This design comes from an exercise in tuning for small area and a short achievable clock period on the open sky130 flow, not from production work.
The RTL was checked by simulation tests, not by an equivalence proof against the original design.

==> design.v <==
module mult64_top(
    input               clock,
    input       [63:0]  a,
    input       [63:0]  b,
    input               is_signed,
    output reg  [127:0] result
);
    reg [63:0] a_r, b_r;
    reg        s_r;
    wire [127:0] p;
    mult64 m(
        .a(a_r),
        .b(b_r),
        .is_signed(s_r),
        .result(p)
    );
    always @(posedge clock) begin
        a_r <= a;
        b_r <= b;
        s_r <= is_signed;
        result <= p;
    end
endmodule

module mult64(
    input [63:0] a,
    input [63:0] b,
    input is_signed,
    output [127:0] result
);
    wire [63:0] pos_a = (is_signed & a[63])? (~a + 1) : a;
    wire [63:0] pos_b = (is_signed & b[63])? (~b + 1) : b;
    wire [127:0] pp [0:63];
    wire [127:0] pp_1[0:31];
    wire [127:0] pp_2[0:15];
    wire [127:0] pp_3[0:7];
    wire [127:0] pp_4[0:3];
    genvar i;
    generate
        for (i = 0; i < 64; i = i + 1)  begin
            assign pp[i] = pos_b[i]? 
                    {64'b0, pos_a} << i:
                    128'b0;
        end
    endgenerate
    generate
        for (i = 0; i < 16; i = i + 1)  begin
            compressor4_2 #(64) comp_inst(
                .a(pp[4*i]),
                .b(pp[4*i+1]),
                .c(pp[4*i+2]),
                .d(pp[4*i+3]),
                .e(pp_1[2*i]),
                .f(pp_1[2*i+1])
            );
        end
    endgenerate
    generate
        for (i = 0; i < 8; i = i + 1)   begin
            compressor4_2 #(64) comp_inst(
                .a(pp_1[4*i]),
                .b(pp_1[4*i+1]),
                .c(pp_1[4*i+2]),
                .d(pp_1[4*i+3]),
                .e(pp_2[2*i]),
                .f(pp_2[2*i+1])
            );
        end
    endgenerate
    generate
        for (i = 0; i < 4; i = i + 1)   begin
            compressor4_2 #(64) comp_inst(
                .a(pp_2[4*i]),
                .b(pp_2[4*i+1]),
                .c(pp_2[4*i+2]),
                .d(pp_2[4*i+3]),
                .e(pp_3[2*i]),
                .f(pp_3[2*i+1])
            );
        end
    endgenerate
    generate
        for (i = 0; i < 2; i = i + 1)   begin
            compressor4_2 #(64) comp_inst(
                .a(pp_3[4*i]),
                .b(pp_3[4*i+1]),
                .c(pp_3[4*i+2]),
                .d(pp_3[4*i+3]),
                .e(pp_4[2*i]),
                .f(pp_4[2*i+1])
            );
        end
    endgenerate
    wire [127:0] final_e, final_f;
    compressor4_2 #(64) comp_final(
        .a(pp_4[0]),
        .b(pp_4[1]),
        .c(pp_4[2]),
        .d(pp_4[3]),
        .e(final_e),
        .f(final_f)
    );
    wire [128:0] temp = final_e + final_f;
    assign result = ((is_signed) & (a[63] ^ b[63]))?
        (~temp + 1): temp;
endmodule
module csa #(parameter WIDTH = 64)(
    input  [(2*WIDTH)-1:0] a,
    input  [(2*WIDTH)-1:0] b,
    input  [(2*WIDTH)-1:0] c,
    output [(2*WIDTH)-1:0] d,
    output [(2*WIDTH)-1:0] e
);
	assign d = a ^ b ^ c;
    assign e = ((a & b) | (a & c) | (b & c)) << 1;
endmodule
module compressor4_2 #(parameter WIDTH = 64)(
    input  [(2*WIDTH)-1:0] a,
    input  [(2*WIDTH)-1:0] b,
    input  [(2*WIDTH)-1:0] c,
    input  [(2*WIDTH)-1:0] d,
    output [(2*WIDTH)-1:0] e,
    output [(2*WIDTH)-1:0] f
);
    wire [(2*WIDTH)-1:0] s0_d, s0_e, s1_d, s1_e;
    csa #(WIDTH) csa0(
        .a(a),
        .b(b),
        .c(c),
        .d(s0_d),
        .e(s0_e)
    );
    csa #(WIDTH) csa1(
        .a(d),
        .b(s0_d),
        .c(s0_e),
        .d(s1_d),
        .e(s1_e)
    );
    assign e = s1_d;
    assign f = s1_e;
endmodule
==> run.sh <==
#!/bin/bash
# synth_recipe.tcl (not shown) runs the flow's synth.tcl, then flattens the netlist and writes it again
# the make line also repeats each setting of config.mk as NAME=value (left out here)
make -C /OpenROAD-flow-scripts/flow DESIGN_CONFIG=/design/flow/config.mk WORK_HOME=/design/flow/orfs CLKGATE_MAP_FILE= SYNTH_SCRIPT=/design/flow/synth_recipe.tcl finish
==> config.mk <==
export PLATFORM = sky130hd
export DESIGN_NAME = mult64_top
export DESIGN_NICKNAME = mult64_top
export VERILOG_FILES = /design/flow/design.v
export SDC_FILE = /design/flow/constraint.sdc
export NUM_CORES = 4
export LEC_CHECK = 0
export CAP_MARGIN = 20
export CORE_MARGIN = 2
export CORE_UTILIZATION = 40
export PLACE_DENSITY = 0.6
export SLEW_MARGIN = 20
==> constraint.sdc <==
create_clock -name core_clock -period 15.0 [get_ports {clock}]
set_input_delay 3.0000 -clock core_clock [delete_from_list [all_inputs] [get_ports {clock}]]
set_output_delay 3.0000 -clock core_clock [all_outputs]
set_load 0.01 [all_outputs]
==> notes.md <==
-- Yosys cell counts, types with 13 or more instances --
library cell / instances
nor2b_1: 25
o21ai_1: 16
nor4_1: 49
fa_1: 3854
xnor2_1: 216
a221oi_1: 13
o21ai_0: 187
xor2_1: 177
dfxtp_1: 257
nand3_1: 48
a21oi_1: 276
o31ai_1: 39
clkbuf_1: 770
ha_1: 450
o21bai_1: 19
nand4_1: 85
and2_1: 48
a21o_1: 40
a31oi_1: 38
and3_1: 31
and4_1: 24
or4_1: 21
o21a_1: 18
or3_1: 23
o211ai_1: 20
nand2_1: 1278
a211oi_1: 29
buf_1: 68
nor3_1: 69
buf_2: 40
or2_2: 49
inv_1: 6332
mux2i_1: 13
nand2b_1: 30
nor2_1: 3284
-- routing by layer --
layer,global-route usage,up-vias,routed length (µm)
met5,0,-,22
met4,0.111,4,24600
met3,0.0930,969,62900
met2,0.439,5591,225000
met1,0.403,60600,213000
li1,-,49900,-
-- registers in the layout, summed over array words and instances, names as in the netlist --
name / cells
a_r: 64
b_r: 64
result: 128
s_r: 1
-- path summary, 6_finish.rpt --
| kind | to | slack [ns] |
|---|---|---|
| setup / recovery | result[124] | 0.47 |
| hold / removal | result[0] | 0.55 |
| setup reg to reg | result[124] | 0.47 |
| hold reg to reg | result[0] | 0.55 |
-- worst min-delay path: cells and delay by family, from the launching register on --
family,cells,cell delay (ns)
flip-flops,1,0.34
buffers and inverters,1,0.06
AND/OR/NAND/NOR,1,0.11
-- cell families (layout without fill, tap and decap cells) --
family,Yosys count,count (layout)
DFF,257,257
adders and majority gates,4304,4304
muxes,17,17
and+or+nand+nor,5123,5123
xor gates and xnor gates,394,394
AOI/OAI and AO/OA,841,841
other,0,33
buffers and inverters,7216,7350
-- through the flow --
| step | utilization | setup WS, ns |
|---|---|---|
| 6_report | 0.443 | 0.470 |
| 5_1_grt | 0.443 | -0.0196 |
| 4_1_cts | 0.442 | 0.130 |
| 3_5_place_dp | 0.438 | 0.227 |
| 3_3_place_gp | 0.438 | 0.0871 |
| 2_1_floorplan | - | 1.30 |
-- final cells by class --
cell class	instances	share of cell area
multi-input combinational	10700	0.718
inverter	6333	0.149
timing repair buffer	947	0.0553
tap	4794	0.0375
sequential	257	0.0322
clock buffer	44	0.00615
clock inverter	26	0.00178
antenna	33	0.000516
-- layout by cell type (no fill, tap or decap), drive strengths merged, types with 73 or more instances in the layout --
cell type / synthesis / layout
a21oi: 278 / 278
clkdlybuf4s50: 0 / 257
nor3: 73 / 73
buf: 113 / 690
nor2: 3284 / 3284
ha: 450 / 450
nand4: 86 / 86
dfxtp: 257 / 257
nand2: 1278 / 1278
fa: 3854 / 3854
xor2: 177 / 177
o21ai: 203 / 203
inv: 6333 / 6341
xnor2: 217 / 217
-- repair_timing --
action | in CTS | in global routing
endpoints found under the setup margin | 0 | 40
resized for setup | 0 | 47
setup buffers | 0 | 3
==> impl_results.md <==
- Vias in the first global route: 123000
- Later-pin clock latency in the skew report: ~0.72 ns
- Async S/R FF share, synth: 0
- Clk slew on worst S/H paths: 0.06 ns
- Crit end category: flip-flop
- Vias per inst: 5.06
- Worst setup path startpoint: b_r[9]
- Share of cells above drive strength 1: 0.0594
- Worst Hold Depth: 2
- Initial antenna violation count: 17
- TritonCTS Buffers: 38
- R2R depth: 52
- Clock net sink count: 257
- CTS Root Cell: clkbuf_16
- Bufs on Longest Clock Path: 3
- Synth area leader: fa_1
- CP max FO: 22
- # nets final: 22700
- Hold_ws: 0.548 ns
- First-pass iteration count of the detailed router: 9
- Core Region: roughly 360000 µm²
- Fin crit period: 14.53 ns
- XOR/XNOR Fraction of Synth Area: 0.0239
- Sequential-to-total area share from yosys stat: 0.0355
- Cell row count: 221
- FF/Latch Area: around 5100 µm²
- Worst path buffer plus inverter count: 16
- Startpoint Class: flip-flop
- Post-Synth Simple-Gate Area: 0.143
- Placed cell area: 158000 µm²
- Delay-heaviest family, CP: adder cells
- WP data required: 15.60 ns
- Area Overhead vs Synth: 10.4%
- Worst setup path class: reg -> reg
- Multi-input gate area: 115000 µm²
- Chip height: 606 µm
- Die X: 606 µm
- Multiplexer share of the synthesized area: 0.00121
- Hpwl dp: 433 mm
- Adder-Cell Fraction of Synth Area: 0.571
- Finished Layout Cells: roughly 23000
- Drt wl/cell: 22.7 µm
- Synth Register Bits: 257
- H-tree depth: 2
- Main area contributors after synthesis: fa_1 53%, inv_1 16%, nor2_1 8.5%, ha_1 3.9%, dfxtp_1 3.6%
- Rel. slew slack: 0.189
- Post-synthesis average cell area: 7.98 µm²
- Via count: 117000
- DRC viols: 0
- Global-route wire length before repair: 800 mm
- Hold Path Class: reg -> reg
- Status: timing/DRC/antenna clean
- Final estimated routing congestion in global placement: about 1.0
- Synthesized instance count: 18200
- Final hold vios: 0
- Fmax: 68.8 MHz
- Slowest Stage Delay on Critical Path: 0.63 ns
- Worst slew pin tran: 1.21 ns
- WP depth: 52
- Synth top area share: 0.532
- Most used DFF post-synth: dfxtp_1
- Post-Syn Nets: between 20000 and 25000
- CTS tree: done
- Setup TNS: 0 ns
- Initial Utilization: 0.401
- Largest family of logic cells by synthesized area: adder cells
- Fin area: 160000 µm²
- Placed instance count: 23000
- Maxcap violations: 0
- Netlist cell types: 108
- Arrival time at the worst endpoint: 15.13 ns
- Routed Antenna Nets: 0
- All-Layer GR Usage: 0.296
- Tcrit/Tclk final: 0.969
- Clk_skew: 0.0551 ns
- Number of enable flip-flop cells after synthesis: 0
- First DRT Iteration DRCs: 9988
- Hold_sp: b_r[0]
- Post-synthesis compound-gate area fraction: 0.0372
- IO Pins: about 260
- Synth Warn #: 2
- Mapped Area: ~140000 µm²
- Critical-path top delay cell: or4_1
- Final WL: 526 mm
- Final setup vio count: 0
- Largest net degree at the start of global routing: 66
- RR Startpoint: b_r[9]
- Die area: 367000 µm²
- Fillers: 36200
- Hold_buf cts: 0
- IO Port Bufs: 257
- Congestion Overflow GR: 0
- Max-slew violations: 0

[separate check: timing with driven ports]
The flow's constraints put no driver on any port. The routed layout listed below was extracted and timed again, unchanged, in two steps. Step 1 assumes that a clkbuf_16 drives the clock port and a buf_2 every other input. Step 2, shift: input delay + t, output delay - t, t = (earliest + latest rising clock arrival at the registers) / 2. This alone moves slack from input paths to output paths. Slacks: no drivers / after step 1 / after step 2; pairs: no drivers / after step 1.
t, ns: 0.787
setup WS [ns]: 0.470 / 0.470 / 0.470
hold slack, ns: 0.548 / 0.548 / 0.548
After both steps this run still meets setup and hold. For this run, drivers alone change the setup slack by 0.000 ns; drivers and shift together by 0.000 ns.
